What follows belongs to an exercise in optimizing a design on an open flow for small area, a short achievable clock period and few clock cycles per item; a production flow would make more cautious choices.
No functional check of the RTL was part of any run shown here.
Power and IR drop assume default switching activity.

## flow/design.v (module list and top-level ports; edited modules follow where they fit)
// module COMP_Control: 1188 lines
// module FA: 4 lines
// module FAX: 4 lines
// module XOR3: 3 lines
// module MAJ3: 3 lines
// module KMUX: 3 lines
// module AOI21: 3 lines
// module OAI21: 3 lines
// module NAND2: 3 lines
// module NOR2: 3 lines
// module XOR2: 3 lines
// module XNOR2: 3 lines
module COMP_Control(
    input clock,
    input rst,
    input start_trigger,
    input reset_act,
    input reset_data,
    input signed [15:0] K0,
    input signed [15:0] K1,
    input signed [15:0] K2,
    input signed [17:0] setPoint,
    input signed [17:0] data,
    output reg busy,
    output wire signed [15:0] COMP_output
    );
  // ...
==> flow/flow/run.sh <==
#!/bin/bash
# The standard layout (standard.sh: the standard flow's synthesis, floorplan, placement,
# CTS, routing) at the design's clock period and constraints, with two
# changes to how hard the resizer works:
#  - repair_timing aims for a setup slack of SETUP_MARGIN ns instead of 0,
#    so the critical paths get sized and buffered although the 12 ns clock
#    would already be met;
#  - the port buffers are buf_2 cells rather than the resizer's pick.
set -euo pipefail
cd "$(dirname "$0")/.."
SETUP_MARGIN=$(cat flow/setup_margin.txt)
bash standard.sh "SETUP_SLACK_MARGIN=$SETUP_MARGIN" \
  "BUFFER_PORTS_ARGS=-buffer_cell sky130_fd_sc_hd__buf_2" finish > standard_make.log 2>&1
==> flow/flow/setup_margin.txt <==
6.6
==> flow/standard.sh <==
#!/bin/bash
# synth_recipe.tcl (not shown) runs the flow's synth.tcl, then flattens the netlist and writes it again
# the make line also repeats each setting of config.mk as NAME=value (left out here)
make -C /OpenROAD-flow-scripts/flow DESIGN_CONFIG=/design/flow/config.mk WORK_HOME=/design/flow/orfs CLKGATE_MAP_FILE= SYNTH_SCRIPT=/design/flow/synth_recipe.tcl "${@:-finish}"
==> flow/config.mk <==
export PLATFORM = sky130hd
export DESIGN_NAME = COMP_Control
export DESIGN_NICKNAME = COMP_Control
export VERILOG_FILES = /design/flow/design.v
export SDC_FILE = /design/flow/constraint.sdc
export NUM_CORES = 4
export LEC_CHECK = 0
export CAP_MARGIN = 20
export CORE_MARGIN = 2
export CORE_UTILIZATION = 40
export CTS_BUF_LIST = sky130_fd_sc_hd__clkbuf_8
export SLEW_MARGIN = 20
export SYNTH_HIERARCHICAL = 1
export SYNTH_MINIMUM_KEEP_SIZE = 0
==> flow/constraint.sdc <==
create_clock -name core_clock -period 12.0 [get_ports {clock}]
set_input_delay 2.4000 -clock core_clock [delete_from_list [all_inputs] [get_ports {clock}]]
set_output_delay 2.4000 -clock core_clock [all_outputs]
set_load 0.01 [all_outputs]
==> impl_metrics.tcl, run 1 <==
set metrics [dict create \
    cp.depth 11 \
    power_leader "combinational logic" \
    fin_util 0.4382 \
    clkCellAreaFrac 0.02111 \
    io_buffers 105 \
    grt_overflow 0 \
    seq_area_frac_synth 0.1814 \
    status "no timing/DRC/antenna violations" \
    multiInputGateArea_mm2 0.01320 \
    setup_viol 0 \
    cts_made_buffers 17 \
    drive_gt1_frac 0.1626 \
    internal_power_uw 1185 \
    antenna_found_initial 0 \
    final_common_cell "nand2_1" \
    min_from "e0[15]$_SDFFE_PP0N_" \
    wl_met3_um 2451 \
    p_comb_uw 1020 \
    met3_usage 0.03502 \
    fillCellCount 4155 \
    ys_warn_count 7 \
    share_comb_of_total_power 0.497 \
    crit_start "K2[8]" \
    htreeDepth 4 \
    synth_edf_count 0 \
    placedCellCount 2481 \
    synthCells 1941 \
    firstDrtPassIters 7 \
    die_area_mm2 0.04360 \
    r2r_start "sB$_SDFF_PP0_" \
    sw_frac_of_total 0.4206 \
    path_clk_slew_ns 0.09 \
    drtAntennaViolNets 0 \
    cts_tree "built" \
    crit_chain "buf_2 -> mux2_4 -> a22oi_1 -> xnor2_1 -> fa_1 -> fa_2 -> fa_1 -> fa_2 -> fa_1 -> nand2_1 -> a21oi_1" \
    async_reset_ff_frac 0 \
    rsz0062_at_grt "yes" \
    pwr_density_cell_mw_per_mm2 112.0 \
    synth_top_family_by_area "adder cells" \
    clock-sinks 152 \
    clock_skew_ns 0.01653 \
    hpwlAfterDp_um 36050 \
    ys_top_cells_by_count "nand2_1, fa_1, xnor2_1, a21oi_1, dfxtp_1" \
]
==> run 2, diff against run 1 <==
--- a/flow/design.v
+++ b/flow/design.v
@@ -7,228 +7,227 @@
     input signed [15:0] K0,
     input signed [15:0] K1,
     input signed [15:0] K2,
     input signed [17:0] setPoint,
     input signed [17:0] data,
     output reg busy,
     output wire signed [15:0] COMP_output
     );
-    reg [18:0] e0, e1;
+    reg [18:0] e0, e1, e2;
     reg [47:0] S, C;
     reg [15:0] Kr;
     reg sB, sC;    
     wire load = start_trigger & ~busy & ~reset_act & ~rst;
     wire clr_all = rst | (reset_act & reset_data);
     wire [18:0] diff = {setPoint[17], setPoint} - {data[17], data};
-    wire [15:0] Km;
-    KMUX umA (.busy(busy), .kr(Kr), .k2(K2), .y(Km));
-    wire acc_en = load | busy;
-    wire [15:0] KmB;    
+    wire [15:0] KmA, KmB;
+    KMUX umA (.busy(busy), .kr(Kr), .k2(K2), .y(KmA));
     KMUX umB (.busy(busy), .kr(Kr), .k2(K2), .y(KmB));
+    wire acc_en = load | busy;
     wire d0_one = e1[0] ^ 1'b0;
     wire d0_two = (e1[1] & ~e1[0] & ~1'b0) | (~e1[1] & e1[0] & 1'b0);
     wire d0_neg = (e1[1] & ~(e1[0] & 1'b0)) ^ sB;
-    wire d0_pp0 = ((d0_one & Km[0])) ^ d0_neg;
-    wire d0_pp1 = ((d0_one & Km[1]) | (d0_two & Km[0])) ^ d0_neg;
-    wire d0_pp2 = ((d0_one & Km[2]) | (d0_two & Km[1])) ^ d0_neg;
-    wire d0_pp3 = ((d0_one & Km[3]) | (d0_two & Km[2])) ^ d0_neg;
-    wire d0_pp4 = ((d0_one & Km[4]) | (d0_two & Km[3])) ^ d0_neg;
-    wire d0_pp5 = ((d0_one & Km[5]) | (d0_two & Km[4])) ^ d0_neg;
-    wire d0_pp6 = ((d0_one & Km[6]) | (d0_two & Km[5])) ^ d0_neg;
-    wire d0_pp7 = ((d0_one & Km[7]) | (d0_two & Km[6])) ^ d0_neg;
-    wire d0_pp8 = ((d0_one & Km[8]) | (d0_two & Km[7])) ^ d0_neg;
-    wire d0_pp9 = ((d0_one & Km[9]) | (d0_two & Km[8])) ^ d0_neg;
-    wire d0_pp10 = ((d0_one & Km[10]) | (d0_two & Km[9])) ^ d0_neg;
-    wire d0_pp11 = ((d0_one & Km[11]) | (d0_two & Km[10])) ^ d0_neg;
-    wire d0_pp12 = ((d0_one & Km[12]) | (d0_two & Km[11])) ^ d0_neg;
-    wire d0_pp13 = ((d0_one & Km[13]) | (d0_two & Km[12])) ^ d0_neg;
-    wire d0_pp14 = ((d0_one & Km[14]) | (d0_two & Km[13])) ^ d0_neg;
-    wire d0_pp15 = ((d0_one & Km[15]) | (d0_two & Km[14])) ^ d0_neg;
-    wire d0_pp16 = ((d0_two & Km[15])) ^ d0_neg;
+    wire d0_pp0 = (d0_one & KmA[0]) ^ d0_neg;
+    wire d0_pp1; BOOTH ud0_pp1 (.one(d0_one), .two(d0_two), .neg(d0_neg), .k1(KmA[1]), .k0(KmA[0]), .y(d0_pp1));
+    wire d0_pp2; BOOTH ud0_pp2 (.one(d0_one), .two(d0_two), .neg(d0_neg), .k1(KmA[2]), .k0(KmA[1]), .y(d0_pp2));
+    wire d0_pp3; BOOTH ud0_pp3 (.one(d0_one), .two(d0_two), .neg(d0_neg), .k1(KmA[3]), .k0(KmA[2]), .y(d0_pp3));
+    wire d0_pp4; BOOTH ud0_pp4 (.one(d0_one), .two(d0_two), .neg(d0_neg), .k1(KmA[4]), .k0(KmA[3]), .y(d0_pp4));
+    wire d0_pp5; BOOTH ud0_pp5 (.one(d0_one), .two(d0_two), .neg(d0_neg), .k1(KmA[5]), .k0(KmA[4]), .y(d0_pp5));
+    wire d0_pp6; BOOTH ud0_pp6 (.one(d0_one), .two(d0_two), .neg(d0_neg), .k1(KmA[6]), .k0(KmA[5]), .y(d0_pp6));
+    wire d0_pp7; BOOTH ud0_pp7 (.one(d0_one), .two(d0_two), .neg(d0_neg), .k1(KmA[7]), .k0(KmA[6]), .y(d0_pp7));
+    wire d0_pp8; BOOTH ud0_pp8 (.one(d0_one), .two(d0_two), .neg(d0_neg), .k1(KmA[8]), .k0(KmA[7]), .y(d0_pp8));
+    wire d0_pp9; BOOTH ud0_pp9 (.one(d0_one), .two(d0_two), .neg(d0_neg), .k1(KmA[9]), .k0(KmA[8]), .y(d0_pp9));
+    wire d0_pp10; BOOTH ud0_pp10 (.one(d0_one), .two(d0_two), .neg(d0_neg), .k1(KmA[10]), .k0(KmA[9]), .y(d0_pp10));
+    wire d0_pp11; BOOTH ud0_pp11 (.one(d0_one), .two(d0_two), .neg(d0_neg), .k1(KmA[11]), .k0(KmA[10]), .y(d0_pp11));
+    wire d0_pp12; BOOTH ud0_pp12 (.one(d0_one), .two(d0_two), .neg(d0_neg), .k1(KmA[12]), .k0(KmA[11]), .y(d0_pp12));
+    wire d0_pp13; BOOTH ud0_pp13 (.one(d0_one), .two(d0_two), .neg(d0_neg), .k1(KmA[13]), .k0(KmA[12]), .y(d0_pp13));
+    wire d0_pp14; BOOTH ud0_pp14 (.one(d0_one), .two(d0_two), .neg(d0_neg), .k1(KmA[14]), .k0(KmA[13]), .y(d0_pp14));
+    wire d0_pp15; BOOTH ud0_pp15 (.one(d0_one), .two(d0_two), .neg(d0_neg), .k1(KmA[15]), .k0(KmA[14]), .y(d0_pp15));
+    wire d0_pp16 = (d0_two & KmA[15]) ^ d0_neg;
     wire d1_one = e1[2] ^ e1[1];
     wire d1_two = (e1[3] & ~e1[2] & ~e1[1]) | (~e1[3] & e1[2] & e1[1]);
     wire d1_neg = (e1[3] & ~(e1[2] & e1[1])) ^ sB;
-    wire d1_pp0 = ((d1_one & Km[0])) ^ d1_neg;
-    wire d1_pp1 = ((d1_one & Km[1]) | (d1_two & Km[0])) ^ d1_neg;
-    wire d1_pp2 = ((d1_one & Km[2]) | (d1_two & Km[1])) ^ d1_neg;
-    wire d1_pp3 = ((d1_one & Km[3]) | (d1_two & Km[2])) ^ d1_neg;
-    wire d1_pp4 = ((d1_one & Km[4]) | (d1_two & Km[3])) ^ d1_neg;
-    wire d1_pp5 = ((d1_one & Km[5]) | (d1_two & Km[4])) ^ d1_neg;
-    wire d1_pp6 = ((d1_one & Km[6]) | (d1_two & Km[5])) ^ d1_neg;
-    wire d1_pp7 = ((d1_one & Km[7]) | (d1_two & Km[6])) ^ d1_neg;
-    wire d1_pp8 = ((d1_one & Km[8]) | (d1_two & Km[7])) ^ d1_neg;
-    wire d1_pp9 = ((d1_one & Km[9]) | (d1_two & Km[8])) ^ d1_neg;
-    wire d1_pp10 = ((d1_one & Km[10]) | (d1_two & Km[9])) ^ d1_neg;
-    wire d1_pp11 = ((d1_one & Km[11]) | (d1_two & Km[10])) ^ d1_neg;
-    wire d1_pp12 = ((d1_one & Km[12]) | (d1_two & Km[11])) ^ d1_neg;
-    wire d1_pp13 = ((d1_one & Km[13]) | (d1_two & Km[12])) ^ d1_neg;
-    wire d1_pp14 = ((d1_one & Km[14]) | (d1_two & Km[13])) ^ d1_neg;
-    wire d1_pp15 = ((d1_one & Km[15]) | (d1_two & Km[14])) ^ d1_neg;
-    wire d1_pp16 = ((d1_two & Km[15])) ^ d1_neg;
+    wire d1_pp0 = (d1_one & KmA[0]) ^ d1_neg;
+    wire d1_pp1; BOOTH ud1_pp1 (.one(d1_one), .two(d1_two), .neg(d1_neg), .k1(KmA[1]), .k0(KmA[0]), .y(d1_pp1));
+    wire d1_pp2; BOOTH ud1_pp2 (.one(d1_one), .two(d1_two), .neg(d1_neg), .k1(KmA[2]), .k0(KmA[1]), .y(d1_pp2));
+    wire d1_pp3; BOOTH ud1_pp3 (.one(d1_one), .two(d1_two), .neg(d1_neg), .k1(KmA[3]), .k0(KmA[2]), .y(d1_pp3));
+    wire d1_pp4; BOOTH ud1_pp4 (.one(d1_one), .two(d1_two), .neg(d1_neg), .k1(KmA[4]), .k0(KmA[3]), .y(d1_pp4));
+    wire d1_pp5; BOOTH ud1_pp5 (.one(d1_one), .two(d1_two), .neg(d1_neg), .k1(KmA[5]), .k0(KmA[4]), .y(d1_pp5));
+    wire d1_pp6; BOOTH ud1_pp6 (.one(d1_one), .two(d1_two), .neg(d1_neg), .k1(KmA[6]), .k0(KmA[5]), .y(d1_pp6));
+    wire d1_pp7; BOOTH ud1_pp7 (.one(d1_one), .two(d1_two), .neg(d1_neg), .k1(KmA[7]), .k0(KmA[6]), .y(d1_pp7));
+    wire d1_pp8; BOOTH ud1_pp8 (.one(d1_one), .two(d1_two), .neg(d1_neg), .k1(KmA[8]), .k0(KmA[7]), .y(d1_pp8));
+    wire d1_pp9; BOOTH ud1_pp9 (.one(d1_one), .two(d1_two), .neg(d1_neg), .k1(KmA[9]), .k0(KmA[8]), .y(d1_pp9));
+    wire d1_pp10; BOOTH ud1_pp10 (.one(d1_one), .two(d1_two), .neg(d1_neg), .k1(KmA[10]), .k0(KmA[9]), .y(d1_pp10));
+    wire d1_pp11; BOOTH ud1_pp11 (.one(d1_one), .two(d1_two), .neg(d1_neg), .k1(KmA[11]), .k0(KmA[10]), .y(d1_pp11));
+    wire d1_pp12; BOOTH ud1_pp12 (.one(d1_one), .two(d1_two), .neg(d1_neg), .k1(KmA[12]), .k0(KmA[11]), .y(d1_pp12));
+    wire d1_pp13; BOOTH ud1_pp13 (.one(d1_one), .two(d1_two), .neg(d1_neg), .k1(KmA[13]), .k0(KmA[12]), .y(d1_pp13));
+    wire d1_pp14; BOOTH ud1_pp14 (.one(d1_one), .two(d1_two), .neg(d1_neg), .k1(KmA[14]), .k0(KmA[13]), .y(d1_pp14));
+    wire d1_pp15; BOOTH ud1_pp15 (.one(d1_one), .two(d1_two), .neg(d1_neg), .k1(KmA[15]), .k0(KmA[14]), .y(d1_pp15));
+    wire d1_pp16 = (d1_two & KmA[15]) ^ d1_neg;
     wire d2_one = e1[4] ^ e1[3];
     wire d2_two = (e1[5] & ~e1[4] & ~e1[3]) | (~e1[5] & e1[4] & e1[3]);
     wire d2_neg = (e1[5] & ~(e1[4] & e1[3])) ^ sB;
-    wire d2_pp0 = ((d2_one & Km[0])) ^ d2_neg;
-    wire d2_pp1 = ((d2_one & Km[1]) | (d2_two & Km[0])) ^ d2_neg;
-    wire d2_pp2 = ((d2_one & Km[2]) | (d2_two & Km[1])) ^ d2_neg;
-    wire d2_pp3 = ((d2_one & Km[3]) | (d2_two & Km[2])) ^ d2_neg;
-    wire d2_pp4 = ((d2_one & Km[4]) | (d2_two & Km[3])) ^ d2_neg;
-    wire d2_pp5 = ((d2_one & Km[5]) | (d2_two & Km[4])) ^ d2_neg;
-    wire d2_pp6 = ((d2_one & Km[6]) | (d2_two & Km[5])) ^ d2_neg;
-    wire d2_pp7 = ((d2_one & Km[7]) | (d2_two & Km[6])) ^ d2_neg;
-    wire d2_pp8 = ((d2_one & Km[8]) | (d2_two & Km[7])) ^ d2_neg;
-    wire d2_pp9 = ((d2_one & Km[9]) | (d2_two & Km[8])) ^ d2_neg;
-    wire d2_pp10 = ((d2_one & Km[10]) | (d2_two & Km[9])) ^ d2_neg;
-    wire d2_pp11 = ((d2_one & Km[11]) | (d2_two & Km[10])) ^ d2_neg;
-    wire d2_pp12 = ((d2_one & Km[12]) | (d2_two & Km[11])) ^ d2_neg;
-    wire d2_pp13 = ((d2_one & Km[13]) | (d2_two & Km[12])) ^ d2_neg;
-    wire d2_pp14 = ((d2_one & Km[14]) | (d2_two & Km[13])) ^ d2_neg;
-    wire d2_pp15 = ((d2_one & Km[15]) | (d2_two & Km[14])) ^ d2_neg;
-    wire d2_pp16 = ((d2_two & Km[15])) ^ d2_neg;
+    wire d2_pp0 = (d2_one & KmA[0]) ^ d2_neg;
+    wire d2_pp1; BOOTH ud2_pp1 (.one(d2_one), .two(d2_two), .neg(d2_neg), .k1(KmA[1]), .k0(KmA[0]), .y(d2_pp1));
+    wire d2_pp2; BOOTH ud2_pp2 (.one(d2_one), .two(d2_two), .neg(d2_neg), .k1(KmA[2]), .k0(KmA[1]), .y(d2_pp2));
+    wire d2_pp3; BOOTH ud2_pp3 (.one(d2_one), .two(d2_two), .neg(d2_neg), .k1(KmA[3]), .k0(KmA[2]), .y(d2_pp3));
+    wire d2_pp4; BOOTH ud2_pp4 (.one(d2_one), .two(d2_two), .neg(d2_neg), .k1(KmA[4]), .k0(KmA[3]), .y(d2_pp4));
+    wire d2_pp5; BOOTH ud2_pp5 (.one(d2_one), .two(d2_two), .neg(d2_neg), .k1(KmA[5]), .k0(KmA[4]), .y(d2_pp5));
+    wire d2_pp6; BOOTH ud2_pp6 (.one(d2_one), .two(d2_two), .neg(d2_neg), .k1(KmA[6]), .k0(KmA[5]), .y(d2_pp6));
+    wire d2_pp7; BOOTH ud2_pp7 (.one(d2_one), .two(d2_two), .neg(d2_neg), .k1(KmA[7]), .k0(KmA[6]), .y(d2_pp7));
+    wire d2_pp8; BOOTH ud2_pp8 (.one(d2_one), .two(d2_two), .neg(d2_neg), .k1(KmA[8]), .k0(KmA[7]), .y(d2_pp8));
+    wire d2_pp9; BOOTH ud2_pp9 (.one(d2_one), .two(d2_two), .neg(d2_neg), .k1(KmA[9]), .k0(KmA[8]), .y(d2_pp9));
+    wire d2_pp10; BOOTH ud2_pp10 (.one(d2_one), .two(d2_two), .neg(d2_neg), .k1(KmA[10]), .k0(KmA[9]), .y(d2_pp10));
+    wire d2_pp11; BOOTH ud2_pp11 (.one(d2_one), .two(d2_two), .neg(d2_neg), .k1(KmA[11]), .k0(KmA[10]), .y(d2_pp11));
+    wire d2_pp12; BOOTH ud2_pp12 (.one(d2_one), .two(d2_two), .neg(d2_neg), .k1(KmA[12]), .k0(KmA[11]), .y(d2_pp12));
+    wire d2_pp13; BOOTH ud2_pp13 (.one(d2_one), .two(d2_two), .neg(d2_neg), .k1(KmA[13]), .k0(KmA[12]), .y(d2_pp13));
+    wire d2_pp14; BOOTH ud2_pp14 (.one(d2_one), .two(d2_two), .neg(d2_neg), .k1(KmA[14]), .k0(KmA[13]), .y(d2_pp14));
+    wire d2_pp15; BOOTH ud2_pp15 (.one(d2_one), .two(d2_two), .neg(d2_neg), .k1(KmA[15]), .k0(KmA[14]), .y(d2_pp15));
+    wire d2_pp16 = (d2_two & KmA[15]) ^ d2_neg;
     wire d3_one = e1[6] ^ e1[5];
     wire d3_two = (e1[7] & ~e1[6] & ~e1[5]) | (~e1[7] & e1[6] & e1[5]);
     wire d3_neg = (e1[7] & ~(e1[6] & e1[5])) ^ sB;
-    wire d3_pp0 = ((d3_one & Km[0])) ^ d3_neg;
-    wire d3_pp1 = ((d3_one & Km[1]) | (d3_two & Km[0])) ^ d3_neg;
-    wire d3_pp2 = ((d3_one & Km[2]) | (d3_two & Km[1])) ^ d3_neg;
-    wire d3_pp3 = ((d3_one & Km[3]) | (d3_two & Km[2])) ^ d3_neg;
-    wire d3_pp4 = ((d3_one & Km[4]) | (d3_two & Km[3])) ^ d3_neg;
-    wire d3_pp5 = ((d3_one & Km[5]) | (d3_two & Km[4])) ^ d3_neg;
-    wire d3_pp6 = ((d3_one & Km[6]) | (d3_two & Km[5])) ^ d3_neg;
-    wire d3_pp7 = ((d3_one & Km[7]) | (d3_two & Km[6])) ^ d3_neg;
-    wire d3_pp8 = ((d3_one & Km[8]) | (d3_two & Km[7])) ^ d3_neg;
-    wire d3_pp9 = ((d3_one & Km[9]) | (d3_two & Km[8])) ^ d3_neg;
-    wire d3_pp10 = ((d3_one & Km[10]) | (d3_two & Km[9])) ^ d3_neg;
-    wire d3_pp11 = ((d3_one & Km[11]) | (d3_two & Km[10])) ^ d3_neg;
-    wire d3_pp12 = ((d3_one & Km[12]) | (d3_two & Km[11])) ^ d3_neg;
-    wire d3_pp13 = ((d3_one & Km[13]) | (d3_two & Km[12])) ^ d3_neg;
-    wire d3_pp14 = ((d3_one & Km[14]) | (d3_two & Km[13])) ^ d3_neg;
-    wire d3_pp15 = ((d3_one & Km[15]) | (d3_two & Km[14])) ^ d3_neg;
-    wire d3_pp16 = ((d3_two & Km[15])) ^ d3_neg;
+    wire d3_pp0 = (d3_one & KmA[0]) ^ d3_neg;
+    wire d3_pp1; BOOTH ud3_pp1 (.one(d3_one), .two(d3_two), .neg(d3_neg), .k1(KmA[1]), .k0(KmA[0]), .y(d3_pp1));
+    wire d3_pp2; BOOTH ud3_pp2 (.one(d3_one), .two(d3_two), .neg(d3_neg), .k1(KmA[2]), .k0(KmA[1]), .y(d3_pp2));
+    wire d3_pp3; BOOTH ud3_pp3 (.one(d3_one), .two(d3_two), .neg(d3_neg), .k1(KmA[3]), .k0(KmA[2]), .y(d3_pp3));
+    wire d3_pp4; BOOTH ud3_pp4 (.one(d3_one), .two(d3_two), .neg(d3_neg), .k1(KmA[4]), .k0(KmA[3]), .y(d3_pp4));
+    wire d3_pp5; BOOTH ud3_pp5 (.one(d3_one), .two(d3_two), .neg(d3_neg), .k1(KmA[5]), .k0(KmA[4]), .y(d3_pp5));
+    wire d3_pp6; BOOTH ud3_pp6 (.one(d3_one), .two(d3_two), .neg(d3_neg), .k1(KmA[6]), .k0(KmA[5]), .y(d3_pp6));
+    wire d3_pp7; BOOTH ud3_pp7 (.one(d3_one), .two(d3_two), .neg(d3_neg), .k1(KmA[7]), .k0(KmA[6]), .y(d3_pp7));
+    wire d3_pp8; BOOTH ud3_pp8 (.one(d3_one), .two(d3_two), .neg(d3_neg), .k1(KmA[8]), .k0(KmA[7]), .y(d3_pp8));
+    wire d3_pp9; BOOTH ud3_pp9 (.one(d3_one), .two(d3_two), .neg(d3_neg), .k1(KmA[9]), .k0(KmA[8]), .y(d3_pp9));
+    wire d3_pp10; BOOTH ud3_pp10 (.one(d3_one), .two(d3_two), .neg(d3_neg), .k1(KmA[10]), .k0(KmA[9]), .y(d3_pp10));
+    wire d3_pp11; BOOTH ud3_pp11 (.one(d3_one), .two(d3_two), .neg(d3_neg), .k1(KmA[11]), .k0(KmA[10]), .y(d3_pp11));
+    wire d3_pp12; BOOTH ud3_pp12 (.one(d3_one), .two(d3_two), .neg(d3_neg), .k1(KmA[12]), .k0(KmA[11]), .y(d3_pp12));
+    wire d3_pp13; BOOTH ud3_pp13 (.one(d3_one), .two(d3_two), .neg(d3_neg), .k1(KmA[13]), .k0(KmA[12]), .y(d3_pp13));
+    wire d3_pp14; BOOTH ud3_pp14 (.one(d3_one), .two(d3_two), .neg(d3_neg), .k1(KmA[14]), .k0(KmA[13]), .y(d3_pp14));
+    wire d3_pp15; BOOTH ud3_pp15 (.one(d3_one), .two(d3_two), .neg(d3_neg), .k1(KmA[15]), .k0(KmA[14]), .y(d3_pp15));
+    wire d3_pp16 = (d3_two & KmA[15]) ^ d3_neg;
     wire d4_one = e1[8] ^ e1[7];
     wire d4_two = (e1[9] & ~e1[8] & ~e1[7]) | (~e1[9] & e1[8] & e1[7]);
     wire d4_neg = (e1[9] & ~(e1[8] & e1[7])) ^ sB;
-    wire d4_pp0 = ((d4_one & Km[0])) ^ d4_neg;
-    wire d4_pp1 = ((d4_one & Km[1]) | (d4_two & Km[0])) ^ d4_neg;
-    wire d4_pp2 = ((d4_one & Km[2]) | (d4_two & Km[1])) ^ d4_neg;
-    wire d4_pp3 = ((d4_one & Km[3]) | (d4_two & Km[2])) ^ d4_neg;
-    wire d4_pp4 = ((d4_one & Km[4]) | (d4_two & Km[3])) ^ d4_neg;
-    wire d4_pp5 = ((d4_one & Km[5]) | (d4_two & Km[4])) ^ d4_neg;
-    wire d4_pp6 = ((d4_one & Km[6]) | (d4_two & Km[5])) ^ d4_neg;
-    wire d4_pp7 = ((d4_one & Km[7]) | (d4_two & Km[6])) ^ d4_neg;
-    wire d4_pp8 = ((d4_one & Km[8]) | (d4_two & Km[7])) ^ d4_neg;
-    wire d4_pp9 = ((d4_one & Km[9]) | (d4_two & Km[8])) ^ d4_neg;
-    wire d4_pp10 = ((d4_one & Km[10]) | (d4_two & Km[9])) ^ d4_neg;
-    wire d4_pp11 = ((d4_one & Km[11]) | (d4_two & Km[10])) ^ d4_neg;
-    wire d4_pp12 = ((d4_one & Km[12]) | (d4_two & Km[11])) ^ d4_neg;
-    wire d4_pp13 = ((d4_one & Km[13]) | (d4_two & Km[12])) ^ d4_neg;
-    wire d4_pp14 = ((d4_one & Km[14]) | (d4_two & Km[13])) ^ d4_neg;
-    wire d4_pp15 = ((d4_one & Km[15]) | (d4_two & Km[14])) ^ d4_neg;
-    wire d4_pp16 = ((d4_two & Km[15])) ^ d4_neg;
+    wire d4_pp0 = (d4_one & KmA[0]) ^ d4_neg;
+    wire d4_pp1; BOOTH ud4_pp1 (.one(d4_one), .two(d4_two), .neg(d4_neg), .k1(KmA[1]), .k0(KmA[0]), .y(d4_pp1));
+    wire d4_pp2; BOOTH ud4_pp2 (.one(d4_one), .two(d4_two), .neg(d4_neg), .k1(KmA[2]), .k0(KmA[1]), .y(d4_pp2));
+    wire d4_pp3; BOOTH ud4_pp3 (.one(d4_one), .two(d4_two), .neg(d4_neg), .k1(KmA[3]), .k0(KmA[2]), .y(d4_pp3));
+    wire d4_pp4; BOOTH ud4_pp4 (.one(d4_one), .two(d4_two), .neg(d4_neg), .k1(KmA[4]), .k0(KmA[3]), .y(d4_pp4));
+    wire d4_pp5; BOOTH ud4_pp5 (.one(d4_one), .two(d4_two), .neg(d4_neg), .k1(KmA[5]), .k0(KmA[4]), .y(d4_pp5));
+    wire d4_pp6; BOOTH ud4_pp6 (.one(d4_one), .two(d4_two), .neg(d4_neg), .k1(KmA[6]), .k0(KmA[5]), .y(d4_pp6));
+    wire d4_pp7; BOOTH ud4_pp7 (.one(d4_one), .two(d4_two), .neg(d4_neg), .k1(KmA[7]), .k0(KmA[6]), .y(d4_pp7));
+    wire d4_pp8; BOOTH ud4_pp8 (.one(d4_one), .two(d4_two), .neg(d4_neg), .k1(KmA[8]), .k0(KmA[7]), .y(d4_pp8));
+    wire d4_pp9; BOOTH ud4_pp9 (.one(d4_one), .two(d4_two), .neg(d4_neg), .k1(KmA[9]), .k0(KmA[8]), .y(d4_pp9));
+    wire d4_pp10; BOOTH ud4_pp10 (.one(d4_one), .two(d4_two), .neg(d4_neg), .k1(KmA[10]), .k0(KmA[9]), .y(d4_pp10));
+    wire d4_pp11; BOOTH ud4_pp11 (.one(d4_one), .two(d4_two), .neg(d4_neg), .k1(KmA[11]), .k0(KmA[10]), .y(d4_pp11));
+    wire d4_pp12; BOOTH ud4_pp12 (.one(d4_one), .two(d4_two), .neg(d4_neg), .k1(KmA[12]), .k0(KmA[11]), .y(d4_pp12));
+    wire d4_pp13; BOOTH ud4_pp13 (.one(d4_one), .two(d4_two), .neg(d4_neg), .k1(KmA[13]), .k0(KmA[12]), .y(d4_pp13));
+    wire d4_pp14; BOOTH ud4_pp14 (.one(d4_one), .two(d4_two), .neg(d4_neg), .k1(KmA[14]), .k0(KmA[13]), .y(d4_pp14));
+    wire d4_pp15; BOOTH ud4_pp15 (.one(d4_one), .two(d4_two), .neg(d4_neg), .k1(KmA[15]), .k0(KmA[14]), .y(d4_pp15));
+    wire d4_pp16 = (d4_two & KmA[15]) ^ d4_neg;
     wire d5_one = e1[10] ^ e1[9];
     wire d5_two = (e1[11] & ~e1[10] & ~e1[9]) | (~e1[11] & e1[10] & e1[9]);
     wire d5_neg = (e1[11] & ~(e1[10] & e1[9])) ^ sB;
-    wire d5_pp0 = ((d5_one & KmB[0])) ^ d5_neg;
-    wire d5_pp1 = ((d5_one & KmB[1]) | (d5_two & KmB[0])) ^ d5_neg;
-    wire d5_pp2 = ((d5_one & KmB[2]) | (d5_two & KmB[1])) ^ d5_neg;
-    wire d5_pp3 = ((d5_one & KmB[3]) | (d5_two & KmB[2])) ^ d5_neg;
-    wire d5_pp4 = ((d5_one & KmB[4]) | (d5_two & KmB[3])) ^ d5_neg;
-    wire d5_pp5 = ((d5_one & KmB[5]) | (d5_two & KmB[4])) ^ d5_neg;
-    wire d5_pp6 = ((d5_one & KmB[6]) | (d5_two & KmB[5])) ^ d5_neg;
-    wire d5_pp7 = ((d5_one & KmB[7]) | (d5_two & KmB[6])) ^ d5_neg;
-    wire d5_pp8 = ((d5_one & KmB[8]) | (d5_two & KmB[7])) ^ d5_neg;
-    wire d5_pp9 = ((d5_one & KmB[9]) | (d5_two & KmB[8])) ^ d5_neg;
-    wire d5_pp10 = ((d5_one & KmB[10]) | (d5_two & KmB[9])) ^ d5_neg;
-    wire d5_pp11 = ((d5_one & KmB[11]) | (d5_two & KmB[10])) ^ d5_neg;
-    wire d5_pp12 = ((d5_one & KmB[12]) | (d5_two & KmB[11])) ^ d5_neg;
-    wire d5_pp13 = ((d5_one & KmB[13]) | (d5_two & KmB[12])) ^ d5_neg;
-    wire d5_pp14 = ((d5_one & KmB[14]) | (d5_two & KmB[13])) ^ d5_neg;
-    wire d5_pp15 = ((d5_one & KmB[15]) | (d5_two & KmB[14])) ^ d5_neg;
-    wire d5_pp16 = ((d5_two & KmB[15])) ^ d5_neg;
+    wire d5_pp0 = (d5_one & KmB[0]) ^ d5_neg;
+    wire d5_pp1; BOOTH ud5_pp1 (.one(d5_one), .two(d5_two), .neg(d5_neg), .k1(KmB[1]), .k0(KmB[0]), .y(d5_pp1));
+    wire d5_pp2; BOOTH ud5_pp2 (.one(d5_one), .two(d5_two), .neg(d5_neg), .k1(KmB[2]), .k0(KmB[1]), .y(d5_pp2));
+    wire d5_pp3; BOOTH ud5_pp3 (.one(d5_one), .two(d5_two), .neg(d5_neg), .k1(KmB[3]), .k0(KmB[2]), .y(d5_pp3));
+    wire d5_pp4; BOOTH ud5_pp4 (.one(d5_one), .two(d5_two), .neg(d5_neg), .k1(KmB[4]), .k0(KmB[3]), .y(d5_pp4));
+    wire d5_pp5; BOOTH ud5_pp5 (.one(d5_one), .two(d5_two), .neg(d5_neg), .k1(KmB[5]), .k0(KmB[4]), .y(d5_pp5));
+    wire d5_pp6; BOOTH ud5_pp6 (.one(d5_one), .two(d5_two), .neg(d5_neg), .k1(KmB[6]), .k0(KmB[5]), .y(d5_pp6));
+    wire d5_pp7; BOOTH ud5_pp7 (.one(d5_one), .two(d5_two), .neg(d5_neg), .k1(KmB[7]), .k0(KmB[6]), .y(d5_pp7));
+    wire d5_pp8; BOOTH ud5_pp8 (.one(d5_one), .two(d5_two), .neg(d5_neg), .k1(KmB[8]), .k0(KmB[7]), .y(d5_pp8));
+    wire d5_pp9; BOOTH ud5_pp9 (.one(d5_one), .two(d5_two), .neg(d5_neg), .k1(KmB[9]), .k0(KmB[8]), .y(d5_pp9));
+    wire d5_pp10; BOOTH ud5_pp10 (.one(d5_one), .two(d5_two), .neg(d5_neg), .k1(KmB[10]), .k0(KmB[9]), .y(d5_pp10));
+    wire d5_pp11; BOOTH ud5_pp11 (.one(d5_one), .two(d5_two), .neg(d5_neg), .k1(KmB[11]), .k0(KmB[10]), .y(d5_pp11));
+    wire d5_pp12; BOOTH ud5_pp12 (.one(d5_one), .two(d5_two), .neg(d5_neg), .k1(KmB[12]), .k0(KmB[11]), .y(d5_pp12));
+    wire d5_pp13; BOOTH ud5_pp13 (.one(d5_one), .two(d5_two), .neg(d5_neg), .k1(KmB[13]), .k0(KmB[12]), .y(d5_pp13));
+    wire d5_pp14; BOOTH ud5_pp14 (.one(d5_one), .two(d5_two), .neg(d5_neg), .k1(KmB[14]), .k0(KmB[13]), .y(d5_pp14));
+    wire d5_pp15; BOOTH ud5_pp15 (.one(d5_one), .two(d5_two), .neg(d5_neg), .k1(KmB[15]), .k0(KmB[14]), .y(d5_pp15));
+    wire d5_pp16 = (d5_two & KmB[15]) ^ d5_neg;
     wire d6_one = e1[12] ^ e1[11];
     wire d6_two = (e1[13] & ~e1[12] & ~e1[11]) | (~e1[13] & e1[12] & e1[11]);
     wire d6_neg = (e1[13] & ~(e1[12] & e1[11])) ^ sB;
-    wire d6_pp0 = ((d6_one & KmB[0])) ^ d6_neg;
-    wire d6_pp1 = ((d6_one & KmB[1]) | (d6_two & KmB[0])) ^ d6_neg;
-    wire d6_pp2 = ((d6_one & KmB[2]) | (d6_two & KmB[1])) ^ d6_neg;
-    wire d6_pp3 = ((d6_one & KmB[3]) | (d6_two & KmB[2])) ^ d6_neg;
-    wire d6_pp4 = ((d6_one & KmB[4]) | (d6_two & KmB[3])) ^ d6_neg;
-    wire d6_pp5 = ((d6_one & KmB[5]) | (d6_two & KmB[4])) ^ d6_neg;
-    wire d6_pp6 = ((d6_one & KmB[6]) | (d6_two & KmB[5])) ^ d6_neg;
-    wire d6_pp7 = ((d6_one & KmB[7]) | (d6_two & KmB[6])) ^ d6_neg;
-    wire d6_pp8 = ((d6_one & KmB[8]) | (d6_two & KmB[7])) ^ d6_neg;
-    wire d6_pp9 = ((d6_one & KmB[9]) | (d6_two & KmB[8])) ^ d6_neg;
-    wire d6_pp10 = ((d6_one & KmB[10]) | (d6_two & KmB[9])) ^ d6_neg;
-    wire d6_pp11 = ((d6_one & KmB[11]) | (d6_two & KmB[10])) ^ d6_neg;
-    wire d6_pp12 = ((d6_one & KmB[12]) | (d6_two & KmB[11])) ^ d6_neg;
-    wire d6_pp13 = ((d6_one & KmB[13]) | (d6_two & KmB[12])) ^ d6_neg;
-    wire d6_pp14 = ((d6_one & KmB[14]) | (d6_two & KmB[13])) ^ d6_neg;
-    wire d6_pp15 = ((d6_one & KmB[15]) | (d6_two & KmB[14])) ^ d6_neg;
-    wire d6_pp16 = ((d6_two & KmB[15])) ^ d6_neg;
+    wire d6_pp0 = (d6_one & KmB[0]) ^ d6_neg;
+    wire d6_pp1; BOOTH ud6_pp1 (.one(d6_one), .two(d6_two), .neg(d6_neg), .k1(KmB[1]), .k0(KmB[0]), .y(d6_pp1));
+    wire d6_pp2; BOOTH ud6_pp2 (.one(d6_one), .two(d6_two), .neg(d6_neg), .k1(KmB[2]), .k0(KmB[1]), .y(d6_pp2));
+    wire d6_pp3; BOOTH ud6_pp3 (.one(d6_one), .two(d6_two), .neg(d6_neg), .k1(KmB[3]), .k0(KmB[2]), .y(d6_pp3));
+    wire d6_pp4; BOOTH ud6_pp4 (.one(d6_one), .two(d6_two), .neg(d6_neg), .k1(KmB[4]), .k0(KmB[3]), .y(d6_pp4));
+    wire d6_pp5; BOOTH ud6_pp5 (.one(d6_one), .two(d6_two), .neg(d6_neg), .k1(KmB[5]), .k0(KmB[4]), .y(d6_pp5));
+    wire d6_pp6; BOOTH ud6_pp6 (.one(d6_one), .two(d6_two), .neg(d6_neg), .k1(KmB[6]), .k0(KmB[5]), .y(d6_pp6));
+    wire d6_pp7; BOOTH ud6_pp7 (.one(d6_one), .two(d6_two), .neg(d6_neg), .k1(KmB[7]), .k0(KmB[6]), .y(d6_pp7));
+    wire d6_pp8; BOOTH ud6_pp8 (.one(d6_one), .two(d6_two), .neg(d6_neg), .k1(KmB[8]), .k0(KmB[7]), .y(d6_pp8));
+    wire d6_pp9; BOOTH ud6_pp9 (.one(d6_one), .two(d6_two), .neg(d6_neg), .k1(KmB[9]), .k0(KmB[8]), .y(d6_pp9));
+    wire d6_pp10; BOOTH ud6_pp10 (.one(d6_one), .two(d6_two), .neg(d6_neg), .k1(KmB[10]), .k0(KmB[9]), .y(d6_pp10));
+    wire d6_pp11; BOOTH ud6_pp11 (.one(d6_one), .two(d6_two), .neg(d6_neg), .k1(KmB[11]), .k0(KmB[10]), .y(d6_pp11));
+    wire d6_pp12; BOOTH ud6_pp12 (.one(d6_one), .two(d6_two), .neg(d6_neg), .k1(KmB[12]), .k0(KmB[11]), .y(d6_pp12));
+    wire d6_pp13; BOOTH ud6_pp13 (.one(d6_one), .two(d6_two), .neg(d6_neg), .k1(KmB[13]), .k0(KmB[12]), .y(d6_pp13));
+    wire d6_pp14; BOOTH ud6_pp14 (.one(d6_one), .two(d6_two), .neg(d6_neg), .k1(KmB[14]), .k0(KmB[13]), .y(d6_pp14));
+    wire d6_pp15; BOOTH ud6_pp15 (.one(d6_one), .two(d6_two), .neg(d6_neg), .k1(KmB[15]), .k0(KmB[14]), .y(d6_pp15));
+    wire d6_pp16 = (d6_two & KmB[15]) ^ d6_neg;
     wire d7_one = e1[14] ^ e1[13];
     wire d7_two = (e1[15] & ~e1[14] & ~e1[13]) | (~e1[15] & e1[14] & e1[13]);
     wire d7_neg = (e1[15] & ~(e1[14] & e1[13])) ^ sB;
-    wire d7_pp0 = ((d7_one & KmB[0])) ^ d7_neg;
-    wire d7_pp1 = ((d7_one & KmB[1]) | (d7_two & KmB[0])) ^ d7_neg;
-    wire d7_pp2 = ((d7_one & KmB[2]) | (d7_two & KmB[1])) ^ d7_neg;
-    wire d7_pp3 = ((d7_one & KmB[3]) | (d7_two & KmB[2])) ^ d7_neg;
-    wire d7_pp4 = ((d7_one & KmB[4]) | (d7_two & KmB[3])) ^ d7_neg;
-    wire d7_pp5 = ((d7_one & KmB[5]) | (d7_two & KmB[4])) ^ d7_neg;
-    wire d7_pp6 = ((d7_one & KmB[6]) | (d7_two & KmB[5])) ^ d7_neg;
-    wire d7_pp7 = ((d7_one & KmB[7]) | (d7_two & KmB[6])) ^ d7_neg;
-    wire d7_pp8 = ((d7_one & KmB[8]) | (d7_two & KmB[7])) ^ d7_neg;
-    wire d7_pp9 = ((d7_one & KmB[9]) | (d7_two & KmB[8])) ^ d7_neg;
-    wire d7_pp10 = ((d7_one & KmB[10]) | (d7_two & KmB[9])) ^ d7_neg;
-    wire d7_pp11 = ((d7_one & KmB[11]) | (d7_two & KmB[10])) ^ d7_neg;
-    wire d7_pp12 = ((d7_one & KmB[12]) | (d7_two & KmB[11])) ^ d7_neg;
-    wire d7_pp13 = ((d7_one & KmB[13]) | (d7_two & KmB[12])) ^ d7_neg;
-    wire d7_pp14 = ((d7_one & KmB[14]) | (d7_two & KmB[13])) ^ d7_neg;
-    wire d7_pp15 = ((d7_one & KmB[15]) | (d7_two & KmB[14])) ^ d7_neg;
-    wire d7_pp16 = ((d7_two & KmB[15])) ^ d7_neg;
+    wire d7_pp0 = (d7_one & KmB[0]) ^ d7_neg;
+    wire d7_pp1; BOOTH ud7_pp1 (.one(d7_one), .two(d7_two), .neg(d7_neg), .k1(KmB[1]), .k0(KmB[0]), .y(d7_pp1));
+    wire d7_pp2; BOOTH ud7_pp2 (.one(d7_one), .two(d7_two), .neg(d7_neg), .k1(KmB[2]), .k0(KmB[1]), .y(d7_pp2));
+    wire d7_pp3; BOOTH ud7_pp3 (.one(d7_one), .two(d7_two), .neg(d7_neg), .k1(KmB[3]), .k0(KmB[2]), .y(d7_pp3));
+    wire d7_pp4; BOOTH ud7_pp4 (.one(d7_one), .two(d7_two), .neg(d7_neg), .k1(KmB[4]), .k0(KmB[3]), .y(d7_pp4));
+    wire d7_pp5; BOOTH ud7_pp5 (.one(d7_one), .two(d7_two), .neg(d7_neg), .k1(KmB[5]), .k0(KmB[4]), .y(d7_pp5));
+    wire d7_pp6; BOOTH ud7_pp6 (.one(d7_one), .two(d7_two), .neg(d7_neg), .k1(KmB[6]), .k0(KmB[5]), .y(d7_pp6));
+    wire d7_pp7; BOOTH ud7_pp7 (.one(d7_one), .two(d7_two), .neg(d7_neg), .k1(KmB[7]), .k0(KmB[6]), .y(d7_pp7));
+    wire d7_pp8; BOOTH ud7_pp8 (.one(d7_one), .two(d7_two), .neg(d7_neg), .k1(KmB[8]), .k0(KmB[7]), .y(d7_pp8));
+    wire d7_pp9; BOOTH ud7_pp9 (.one(d7_one), .two(d7_two), .neg(d7_neg), .k1(KmB[9]), .k0(KmB[8]), .y(d7_pp9));
+    wire d7_pp10; BOOTH ud7_pp10 (.one(d7_one), .two(d7_two), .neg(d7_neg), .k1(KmB[10]), .k0(KmB[9]), .y(d7_pp10));
+    wire d7_pp11; BOOTH ud7_pp11 (.one(d7_one), .two(d7_two), .neg(d7_neg), .k1(KmB[11]), .k0(KmB[10]), .y(d7_pp11));
+    wire d7_pp12; BOOTH ud7_pp12 (.one(d7_one), .two(d7_two), .neg(d7_neg), .k1(KmB[12]), .k0(KmB[11]), .y(d7_pp12));
+    wire d7_pp13; BOOTH ud7_pp13 (.one(d7_one), .two(d7_two), .neg(d7_neg), .k1(KmB[13]), .k0(KmB[12]), .y(d7_pp13));
+    wire d7_pp14; BOOTH ud7_pp14 (.one(d7_one), .two(d7_two), .neg(d7_neg), .k1(KmB[14]), .k0(KmB[13]), .y(d7_pp14));
+    wire d7_pp15; BOOTH ud7_pp15 (.one(d7_one), .two(d7_two), .neg(d7_neg), .k1(KmB[15]), .k0(KmB[14]), .y(d7_pp15));
+    wire d7_pp16 = (d7_two & KmB[15]) ^ d7_neg;
     wire d8_one = e1[16] ^ e1[15];
     wire d8_two = (e1[17] & ~e1[16] & ~e1[15]) | (~e1[17] & e1[16] & e1[15]);
     wire d8_neg = (e1[17] & ~(e1[16] & e1[15])) ^ sB;
-    wire d8_pp0 = ((d8_one & KmB[0])) ^ d8_neg;
-    wire d8_pp1 = ((d8_one & KmB[1]) | (d8_two & KmB[0])) ^ d8_neg;
-    wire d8_pp2 = ((d8_one & KmB[2]) | (d8_two & KmB[1])) ^ d8_neg;
-    wire d8_pp3 = ((d8_one & KmB[3]) | (d8_two & KmB[2])) ^ d8_neg;
-    wire d8_pp4 = ((d8_one & KmB[4]) | (d8_two & KmB[3])) ^ d8_neg;
-    wire d8_pp5 = ((d8_one & KmB[5]) | (d8_two & KmB[4])) ^ d8_neg;
-    wire d8_pp6 = ((d8_one & KmB[6]) | (d8_two & KmB[5])) ^ d8_neg;
-    wire d8_pp7 = ((d8_one & KmB[7]) | (d8_two & KmB[6])) ^ d8_neg;
-    wire d8_pp8 = ((d8_one & KmB[8]) | (d8_two & KmB[7])) ^ d8_neg;
-    wire d8_pp9 = ((d8_one & KmB[9]) | (d8_two & KmB[8])) ^ d8_neg;
-    wire d8_pp10 = ((d8_one & KmB[10]) | (d8_two & KmB[9])) ^ d8_neg;
-    wire d8_pp11 = ((d8_one & KmB[11]) | (d8_two & KmB[10])) ^ d8_neg;
-    wire d8_pp12 = ((d8_one & KmB[12]) | (d8_two & KmB[11])) ^ d8_neg;
-    wire d8_pp13 = ((d8_one & KmB[13]) | (d8_two & KmB[12])) ^ d8_neg;
-    wire d8_pp14 = ((d8_one & KmB[14]) | (d8_two & KmB[13])) ^ d8_neg;
-    wire d8_pp15 = ((d8_one & KmB[15]) | (d8_two & KmB[14])) ^ d8_neg;
-    wire d8_pp16 = ((d8_two & KmB[15])) ^ d8_neg;
+    wire d8_pp0 = (d8_one & KmB[0]) ^ d8_neg;
+    wire d8_pp1; BOOTH ud8_pp1 (.one(d8_one), .two(d8_two), .neg(d8_neg), .k1(KmB[1]), .k0(KmB[0]), .y(d8_pp1));
+    wire d8_pp2; BOOTH ud8_pp2 (.one(d8_one), .two(d8_two), .neg(d8_neg), .k1(KmB[2]), .k0(KmB[1]), .y(d8_pp2));
+    wire d8_pp3; BOOTH ud8_pp3 (.one(d8_one), .two(d8_two), .neg(d8_neg), .k1(KmB[3]), .k0(KmB[2]), .y(d8_pp3));
+    wire d8_pp4; BOOTH ud8_pp4 (.one(d8_one), .two(d8_two), .neg(d8_neg), .k1(KmB[4]), .k0(KmB[3]), .y(d8_pp4));
+    wire d8_pp5; BOOTH ud8_pp5 (.one(d8_one), .two(d8_two), .neg(d8_neg), .k1(KmB[5]), .k0(KmB[4]), .y(d8_pp5));
+    wire d8_pp6; BOOTH ud8_pp6 (.one(d8_one), .two(d8_two), .neg(d8_neg), .k1(KmB[6]), .k0(KmB[5]), .y(d8_pp6));
+    wire d8_pp7; BOOTH ud8_pp7 (.one(d8_one), .two(d8_two), .neg(d8_neg), .k1(KmB[7]), .k0(KmB[6]), .y(d8_pp7));
+    wire d8_pp8; BOOTH ud8_pp8 (.one(d8_one), .two(d8_two), .neg(d8_neg), .k1(KmB[8]), .k0(KmB[7]), .y(d8_pp8));
+    wire d8_pp9; BOOTH ud8_pp9 (.one(d8_one), .two(d8_two), .neg(d8_neg), .k1(KmB[9]), .k0(KmB[8]), .y(d8_pp9));
+    wire d8_pp10; BOOTH ud8_pp10 (.one(d8_one), .two(d8_two), .neg(d8_neg), .k1(KmB[10]), .k0(KmB[9]), .y(d8_pp10));
+    wire d8_pp11; BOOTH ud8_pp11 (.one(d8_one), .two(d8_two), .neg(d8_neg), .k1(KmB[11]), .k0(KmB[10]), .y(d8_pp11));
+    wire d8_pp12; BOOTH ud8_pp12 (.one(d8_one), .two(d8_two), .neg(d8_neg), .k1(KmB[12]), .k0(KmB[11]), .y(d8_pp12));
+    wire d8_pp13; BOOTH ud8_pp13 (.one(d8_one), .two(d8_two), .neg(d8_neg), .k1(KmB[13]), .k0(KmB[12]), .y(d8_pp13));
+    wire d8_pp14; BOOTH ud8_pp14 (.one(d8_one), .two(d8_two), .neg(d8_neg), .k1(KmB[14]), .k0(KmB[13]), .y(d8_pp14));
+    wire d8_pp15; BOOTH ud8_pp15 (.one(d8_one), .two(d8_two), .neg(d8_neg), .k1(KmB[15]), .k0(KmB[14]), .y(d8_pp15));
+    wire d8_pp16 = (d8_two & KmB[15]) ^ d8_neg;
     wire d9_one = e1[18] ^ e1[17];
     wire d9_two = (e1[18] & ~e1[18] & ~e1[17]) | (~e1[18] & e1[18] & e1[17]);
     wire d9_neg = (e1[18] & ~(e1[18] & e1[17])) ^ sB;
-    wire d9_pp0 = ((d9_one & KmB[0])) ^ d9_neg;
-    wire d9_pp1 = ((d9_one & KmB[1]) | (d9_two & KmB[0])) ^ d9_neg;
-    wire d9_pp2 = ((d9_one & KmB[2]) | (d9_two & KmB[1])) ^ d9_neg;
-    wire d9_pp3 = ((d9_one & KmB[3]) | (d9_two & KmB[2])) ^ d9_neg;
-    wire d9_pp4 = ((d9_one & KmB[4]) | (d9_two & KmB[3])) ^ d9_neg;
-    wire d9_pp5 = ((d9_one & KmB[5]) | (d9_two & KmB[4])) ^ d9_neg;
-    wire d9_pp6 = ((d9_one & KmB[6]) | (d9_two & KmB[5])) ^ d9_neg;
-    wire d9_pp7 = ((d9_one & KmB[7]) | (d9_two & KmB[6])) ^ d9_neg;
-    wire d9_pp8 = ((d9_one & KmB[8]) | (d9_two & KmB[7])) ^ d9_neg;
-    wire d9_pp9 = ((d9_one & KmB[9]) | (d9_two & KmB[8])) ^ d9_neg;
-    wire d9_pp10 = ((d9_one & KmB[10]) | (d9_two & KmB[9])) ^ d9_neg;
-    wire d9_pp11 = ((d9_one & KmB[11]) | (d9_two & KmB[10])) ^ d9_neg;
-    wire d9_pp12 = ((d9_one & KmB[12]) | (d9_two & KmB[11])) ^ d9_neg;
-    wire d9_pp13 = ((d9_one & KmB[13]) | (d9_two & KmB[12])) ^ d9_neg;
-    wire d9_pp14 = ((d9_one & KmB[14]) | (d9_two & KmB[13])) ^ d9_neg;
-    wire d9_pp15 = ((d9_one & KmB[15]) | (d9_two & KmB[14])) ^ d9_neg;
-    wire d9_pp16 = ((d9_two & KmB[15])) ^ d9_neg;
+    wire d9_pp0 = (d9_one & KmB[0]) ^ d9_neg;
+    wire d9_pp1; BOOTH ud9_pp1 (.one(d9_one), .two(d9_two), .neg(d9_neg), .k1(KmB[1]), .k0(KmB[0]), .y(d9_pp1));
+    wire d9_pp2; BOOTH ud9_pp2 (.one(d9_one), .two(d9_two), .neg(d9_neg), .k1(KmB[2]), .k0(KmB[1]), .y(d9_pp2));
+    wire d9_pp3; BOOTH ud9_pp3 (.one(d9_one), .two(d9_two), .neg(d9_neg), .k1(KmB[3]), .k0(KmB[2]), .y(d9_pp3));
+    wire d9_pp4; BOOTH ud9_pp4 (.one(d9_one), .two(d9_two), .neg(d9_neg), .k1(KmB[4]), .k0(KmB[3]), .y(d9_pp4));
+    wire d9_pp5; BOOTH ud9_pp5 (.one(d9_one), .two(d9_two), .neg(d9_neg), .k1(KmB[5]), .k0(KmB[4]), .y(d9_pp5));
+    wire d9_pp6; BOOTH ud9_pp6 (.one(d9_one), .two(d9_two), .neg(d9_neg), .k1(KmB[6]), .k0(KmB[5]), .y(d9_pp6));
+    wire d9_pp7; BOOTH ud9_pp7 (.one(d9_one), .two(d9_two), .neg(d9_neg), .k1(KmB[7]), .k0(KmB[6]), .y(d9_pp7));
+    wire d9_pp8; BOOTH ud9_pp8 (.one(d9_one), .two(d9_two), .neg(d9_neg), .k1(KmB[8]), .k0(KmB[7]), .y(d9_pp8));
+    wire d9_pp9; BOOTH ud9_pp9 (.one(d9_one), .two(d9_two), .neg(d9_neg), .k1(KmB[9]), .k0(KmB[8]), .y(d9_pp9));
+    wire d9_pp10; BOOTH ud9_pp10 (.one(d9_one), .two(d9_two), .neg(d9_neg), .k1(KmB[10]), .k0(KmB[9]), .y(d9_pp10));
+    wire d9_pp11; BOOTH ud9_pp11 (.one(d9_one), .two(d9_two), .neg(d9_neg), .k1(KmB[11]), .k0(KmB[10]), .y(d9_pp11));
+    wire d9_pp12; BOOTH ud9_pp12 (.one(d9_one), .two(d9_two), .neg(d9_neg), .k1(KmB[12]), .k0(KmB[11]), .y(d9_pp12));
+    wire d9_pp13; BOOTH ud9_pp13 (.one(d9_one), .two(d9_two), .neg(d9_neg), .k1(KmB[13]), .k0(KmB[12]), .y(d9_pp13));
+    wire d9_pp14; BOOTH ud9_pp14 (.one(d9_one), .two(d9_two), .neg(d9_neg), .k1(KmB[14]), .k0(KmB[13]), .y(d9_pp14));
+    wire d9_pp15; BOOTH ud9_pp15 (.one(d9_one), .two(d9_two), .neg(d9_neg), .k1(KmB[15]), .k0(KmB[14]), .y(d9_pp15));
+    wire d9_pp16 = (d9_two & KmB[15]) ^ d9_neg;
     wire h1_s = S[12] ^ C[12];
     wire h1_c = S[12] & C[12];
     wire h2_s = S[13] ^ C[13];
     wire h2_c = S[13] & C[13];
     wire f3_s, f3_c;
     FA uf3 (.a(S[14]), .b(C[14]), .c(d0_pp14), .s(f3_s), .co(f3_c));
     wire h4_s = d1_pp12 ^ d2_pp10;
     wire h4_c = d1_pp12 & d2_pp10;
@@ -1164,26 +1163,28 @@
             sB <= load;
             sC <= sB;
         end
         if (clr_all) begin
             S <= 48'd0;
             C <= 48'd0;
             e0 <= 19'd0;
             e1 <= 19'd0;
+            e2 <= 19'd0;
         end else begin
             if (acc_en) begin
                 S <= S_n;
                 C <= C_n;
             end
             if (reset_act) begin
                 e0 <= 19'd0;
             end else if (load) begin
                 e0 <= diff;
                 e1 <= e0;
+                e2 <= e1;
             end else if (busy) begin
                 e0 <= e1;
                 e1 <= e0;
             end
         end
     end
 endmodule
 module FA(input a, input b, input c, output s, output co);
@@ -1195,16 +1196,19 @@
     MAJ3 um (.a(a), .b(b), .c(c), .y(co));
 endmodule
 module XOR3(input a, input b, input c, output y);
     assign y = a ^ b ^ c;
 endmodule
 module MAJ3(input a, input b, input c, output y);
     assign y = (a & b) | (a & c) | (b & c);
 endmodule
+module BOOTH(input one, input two, input neg, input k1, input k0, output y);
+    assign y = ((one & k1) | (two & k0)) ^ neg;
+endmodule
 module KMUX(input busy, input [15:0] kr, input [15:0] k2, output [15:0] y);
     assign y = busy ? kr : k2;
 endmodule
 module AOI21(input a, input b, input c, output y);    
     assign y = ~(a | (b & c));
 endmodule
 module OAI21(input a, input b, input c, output y);    
     assign y = ~(a & (b | c));
==> flow/flow/setup_margin.txt (replaced) <==
6.8
==> flow/config.mk (replaced) <==
export PLATFORM = sky130hd
export DESIGN_NAME = COMP_Control
export DESIGN_NICKNAME = COMP_Control
export VERILOG_FILES = /design/flow/design.v
export SDC_FILE = /design/flow/constraint.sdc
export NUM_CORES = 4
export LEC_CHECK = 0
export CAP_MARGIN = 20
export CORE_MARGIN = 2
export CORE_UTILIZATION = 40
export SLEW_MARGIN = 20
export SYNTH_HIERARCHICAL = 1
export SYNTH_MINIMUM_KEEP_SIZE = 0
==> impl_metrics.tcl, run 2 <==
set metrics [dict create \
    status "no timing/DRC/antenna violations" \
    synth_area_per_cell_um2 9.343 \
    hold_violations 0 \
    maxSlewHeadroom 0.2283 \
    synth_edf_count 0 \
    ys_top_cells_by_count "nand2_1, fa_1, xnor2_1, dfxtp_1, a22oi_2" \
    antenna_found_initial 0 \
    setup_viol 0 \
    vias_per_cell 5.518 \
    switching_power_uw 1036 \
    endpoint_kind "flop" \
    yosys.area_share.adder 0.2833 \
    firstDrtPassIters 5 \
    synth.area.top_cells "fa_1, dfxtp_1, a22oi_2" \
    ys_warn_count 7 \
    coreArea_mm2 0.04213 \
    yosysTopAreaCell "fa_1" \
    stdcell_area_mm2 0.01948 \
    synth-simple-area-share 0.1239 \
    synth_xor_area_frac 0.1153 \
    cp-start-kind "input pin" \
    hpwlAfterDp_um 37070 \
    clock-sinks 152 \
    sw_frac_of_total 0.4264 \
    drcViolationCount 0 \
    io_buffers 105 \
    seq_area_frac_synth 0.1773 \
    layout_common_cells "nand2_1, xnor2_1, fa_1" \
    slew_violations 0 \
    finalCritPeriodShare 0.4508 \
    fin_util 0.4623 \
    async_reset_ff_frac 0 \
    fmax_mhz 184.8 \
    hold_depth 2 \
    cp.required_ns 12.32 \
    initial_core_util 0.4073 \
    min_period_ns 5.410 \
    pwr_density_cell_mw_per_mm2 124.7 \
    synth_top_family_by_area "adder cells" \
    final_common_cell "nand2_1" \
    drive_gt1_frac 0.2641 \
    final.setup.tns_ns 0 \
    grt_overflow 0 \
    grt_pass1_wl_um 79770 \
    fin_total_pwr_uw 2429 \
    share_comb_of_total_power 0.503 \
    reg2reg_depth 12 \
    cts_hold_buf 0 \
    ys.flop_type "dfxtp_1" \
    worst_skew_pair.late_latency_ns 0.47 \
    grt_pass1_vias 14630 \
    worstPathArrival_ns 5.73 \
    htreeDepth 4 \
    clockBufferDepth 2 \
    yosysMostFrequentCell "nand2_1" \
    critical_path.max_fanout 5 \
    yosys.area.top_type_share 0.2461 \
    grt_max_degree 98 \
    stdcell_count 2531 \
    drt_iter0_markers 828 \
    wl_per_cell_um 19.54 \
    crit_type "in -> reg" \
    cts_tree "built" \
    internal_power_uw 1393 \
    clkPwrFrac 0.229 \
    cts_made_buffers 17 \
    synth_compound_area_frac 0.2272 \
    die_area_mm2 0.04458 \
    ctsRootBufferMaster "clkbuf_16" \
    std_cell_rows 75 \
    leakage_uw 0.007001 \
    die_width_um 211.1 \
    num_antenna_cells 0 \
    irDropWorstVdd_v 0.00007981 \
    path_clk_slew_ns 0.09 \
    yosysUniqueCellTypes 55 \
    io_pins 106 \
    yosys-mux-area-fraction 0.03937 \
    fin_nets 2330 \
    drtAntennaViolNets 0 \
    groute.usage.overall 0.2297 \
    vias 13966 \
    gp_congestion 0.9067 \
    place_area_mm2 0.01834 \
    yosys_register_bits 152 \
    fp.dieH_um 211.1 \
    cap_violations 0 \
    synth_area_mm2 0.01716 \
    hold_path_class "reg -> reg" \
    seqPwrFrac 0.268 \
    wl_um 49450 \
    rsz0062_at_grt "yes" \
    placedCellCount 2468 \
    clock_skew_ns 0.03181 \
    reg_top3 "C (48), S (48)" \
    tightest_slew_ns 1.157 \
    area_growth_pct 13.50 \
    synthCells 1837 \
]
-- run 2: cell count changes after synthesis, moves of 12 or more --
cell,delta
a22oi_2,+150
a22oi_1,-120
clkbuf_1,-76
a21oi_1,-20
xor2_1,-18
nor2b_1,-17
nor3b_1,-16
buf_1,-12
-- run 2: layer usage --
layer	up-vias	GRT usage	wire [um]
li1	6511	-	-
met5	-	0	0
met2	395	0.3896	23800
met4	0	0.08839	1650
met3	91	0.02632	2243
met1	6969	0.3002	21760
-- run 2: path summary, 6_finish.rpt --
check             slack, ns                 from            endpoint
setup / recovery       6.59               K2[10]  C[20]$_SDFFE_PP0N_
hold / removal         0.45   e0[2]$_SDFFE_PP0N_  e1[2]$_SDFFE_PP0P_
setup reg to reg       7.01  e1[11]$_SDFFE_PP0P_  C[19]$_SDFFE_PP0N_
hold reg to reg        0.45   e0[2]$_SDFFE_PP0N_  e1[2]$_SDFFE_PP0P_
-- run 2: cell families (layout without fill, tap and decap cells) --
| family | count (synthesis) | in the layout |
|---|---|---|
| other | 2 | 22 |
| AOI/OAI and AO/OA | 488 | 488 |
| buffers and inverters | 115 | 247 |
| adders and majority gates | 262 | 262 |
| and+or+nand+nor | 538 | 538 |
| xor gates and xnor gates | 226 | 226 |
| DFF | 152 | 152 |
| muxes | 54 | 57 |
-- run 2: per-stage QoR --
stage	hold WS, ns	setup WS, ns
CTS	0.4507	6.668
global placement	0.4295	6.151
floorplan	0.4271	6.437
global route	0.4644	6.517
finish	0.4494	6.590
detailed placement	0.4405	6.110
-- run 2: timing repair --
item                       CTS  global route
setup buffers               22             5
pin swaps                   18            10
gates cloned                 3             0
resized for setup           23            37
setup endpoints to repair   19            33
-- run 2: area by class of cell --
class,instances,area [um2]
fill,4018,22650
multi-input combinational,1593,13930
sequential,152,3053
timing repair buffer,154,975.9
tap,539,674.4
clock buffer,17,425.4
inverter,61,236.5
clock inverter,15,181.4
-- run 2: power by group through the flow --
stage | sequential [uW] | clock [uW] | combinational [uW]
floorplan | 627 | 0 | 867
global placement | 657 | 0 | 1150
detailed placement | 660 | 0 | 1170
CTS | 649 | 569 | 1200
global route | 664 | 588 | 1380
finish | 651 | 555 | 1220
-- run 2: modules after synthesis, one instance, submodules excluded --
module	cells inside	flops+latches	area, um2	copies in the design
AOI21	1	0	8.758	55
BOOTH	2	0	21.27	150
COMP_Control	958	152	7646	1
FA	1	0	20.02	210
KMUX	18	0	249.0	2
NAND2	1	0	3.754	92
NOR2	1	0	3.754	107
OAI21	1	0	5.005	79
-- run 2: worst max-delay path: stages --
cell and delay (ns):
buf_2 0.11, mux2_4 0.31, buf_6 0.13, a22oi_2 0.17, xnor2_2 0.10, fa_2 0.57
fa_2 0.46, fa_2 0.36, fa_2 0.54, fa_2 0.42, nand2_1 0.08, a21oi_1 0.09
==> run 3, diff against run 2 <==
==> flow/flow/setup_margin.txt (replaced) <==
6.0
==> impl_metrics.tcl, run 3 <==
set metrics [dict create \
    yosysTopAreaCell "fa_1" \
    seq_area_frac_synth 0.1773 \
    clockBufferDepth 2 \
    finalCritPeriodShare 0.4593 \
    tightest_slew_ns 1.086 \
    die_width_um 211.1 \
    setup_viol 0 \
    synth_area_per_cell_um2 9.343 \
    cp-start-kind "flop" \
    io_buffers 105 \
    grt_overflow 0 \
    fin_nets 2300 \
    layout_common_cells "nand2_1, fa_1, xnor2_1" \
    yosysUniqueCellTypes 55 \
    worst_slack_ns 6.488 \
    cp_common_cell "fa_1" \
    crit_type "reg -> reg" \
    fillCellCount 4070 \
    critical_path.max_fanout 21 \
    yosys.area.top_type_share 0.2461 \
    cap_violations 0 \
    async_reset_ff_frac 0 \
    antenna_found_initial 0 \
    drtAntennaViolNets 0 \
    worst_skew_pair.late_latency_ns 0.45 \
    synth_edf_count 0 \
    placedCellCount 2467 \
    clock-sinks 152 \
    cts-resized-gates 0 \
    grt_pass1_wl_um 77180 \
    vias_per_cell 5.408 \
    drt_iter0_markers 752 \
    final.setup.tns_ns 0 \
    firstDrtPassIters 5 \
    num_antenna_cells 0 \
    hpwlAfterDp_um 36750 \
    ys_warn_count 7 \
    fin_total_pwr_uw 2342 \
    cp.required_ns 12.37 \
    leakage_uw 0.006772 \
    yosysMostFrequentCell "nand2_1" \
    wl_per_cell_um 19.16 \
    stdcell_count 2499 \
    crit_buf_inv 2 \
    status "no timing/DRC/antenna violations" \
    groute.usage.overall 0.2233 \
    synth_area_mm2 0.01716 \
    critical-path-slowest-cell "xnor2_1" \
    worstPathArrival_ns 5.88 \
]
## run 3: cell types whose count changed in the layout (fill, tap and decap cells not counted), moves of 5 or more
cell,before,now
dfxtp_1,144,151
fa_1,177,211
buf_4,42,19
dfxtp_2,8,1
clkinv_8,5,0
fa_2,34,0
xnor2_1,197,209
buf_6,6,1
xnor2_2,12,0
inv_8,5,0
mux2_4,27,20
## run 3: path summary, 6_finish.rpt
path | start | slack (ns) | to | cells past startpoint
max | sB$_SDFF_PP0_ | 6.49 | C[19]$_SDFFE_PP0N_ | 11
min | e0[6]$_SDFFE_PP0N_ | 0.45 | e1[6]$_SDFFE_PP0P_ | 2
max reg2reg | sB$_SDFF_PP0_ | 6.49 | C[19]$_SDFFE_PP0N_ | 11
min reg2reg | e0[6]$_SDFFE_PP0N_ | 0.45 | e1[6]$_SDFFE_PP0P_ | 2
## run 3: logic make-up after synthesis
group,share of synthesized area
compound gates,0.2272
xor+xnor,0.1153
fa+ha+maj,0.2833
buf+inv,0.03317
flops,0.1773
mux,0.03937
other cells,0.0004376
simple gates,0.1239
## run 3: layer usage
metal	track usage	share of wire	vias up
li1	-	-	6441
met1	0.2903	0.44	6657
met2	0.3823	0.48	354
met3	0.03167	0.046	63
met4	0.07285	0.027	0
met5	0	0	-
## run 3: layout make-up
type | count | area [um2] | share of cell area
Clock buffer | 22 | 484.2 | 0.02559
Inverter | 61 | 229.0 | 0.01210
Clock inverter | 8 | 96.34 | 0.005092
Sequential cell | 152 | 3044 | 0.1609
Timing Repair Buffer | 127 | 726.9 | 0.03842
Tap cell | 539 | 674.4 | 0.03564
Multi-Input combinational cell | 1590 | 13670 | 0.7223
## run 3: through the flow
| step | cell area (um2) | hold slack (ns) | utilization |
|---|---|---|---|
| final | 18920 | 0.4497 | 0.4491 |
| after global routing | 18920 | 0.4664 | 0.4491 |
| after CTS | 18860 | 0.4496 | 0.4477 |
| after detailed placement | 18280 | 0.4382 | 0.4339 |
| after global placement | 18280 | 0.4316 | 0.4339 |
| after floorplan | 17240 | 0.4271 | - |
## run 3: worst register-to-register path: cells and delay by family (launching register included)
kind / cells / cell delay (ns)
compound gates: 1 / 0.15
xor+xnor: 2 / 1.28
fa+ha+maj: 5 / 2.37
buf+inv: 2 / 1.12
flops: 1 / 0.47
simple gates: 1 / 0.05
## run 3: report_power, final
part           switching, uW  internal [uW]
logic                    643            506
clock network            223            325
registers               86.8            558
total                    953           1390
## run 3: modules after synthesis (local to each module, per instance)
module / cell area [um2] / flip-flops and latches / cells inside
OAI21: 5.005 / 0 / 1
COMP_Control: 7646 / 152 / 958
NAND2: 3.754 / 0 / 1
FA: 20.02 / 0 / 1
BOOTH: 21.27 / 0 / 2
NOR2: 3.754 / 0 / 1
AOI21: 8.758 / 0 / 1
KMUX: 249.0 / 0 / 18

port drivers added, routing unchanged:
How much do the figures lean on ideal ports? The routed layouts below were timed once more, with nothing changed but the port constraints.
Step 1 sets driving cells, clkbuf_16 on the clock port and buf_2 on the other inputs (assumed; they add their load-dependent delay and slew).
Step 2 adds t to the input delays and takes it off the output delays; t is the mean of the earliest and latest rising clock arrival at the registers after step 1. Input paths then give back, and output paths get back, about the clock's delay inside the block.
Three values: no drivers, after step 1, after step 2; two values: the first two.
run	shift t [ns]	setup WS [ns]	worst setup path at the end
run 1	0.532	6.553 / 6.583 / 6.051	input to register
run 2	0.505	6.590 / 6.610 / 6.105	input to register
run 3	0.494	6.488 / 6.488 / 6.041	input to register
After both steps every run listed still meets setup and hold. The setup slack of run 1, which loses most, moves by +0.030 ns with the drivers and by -0.502 ns with both steps.
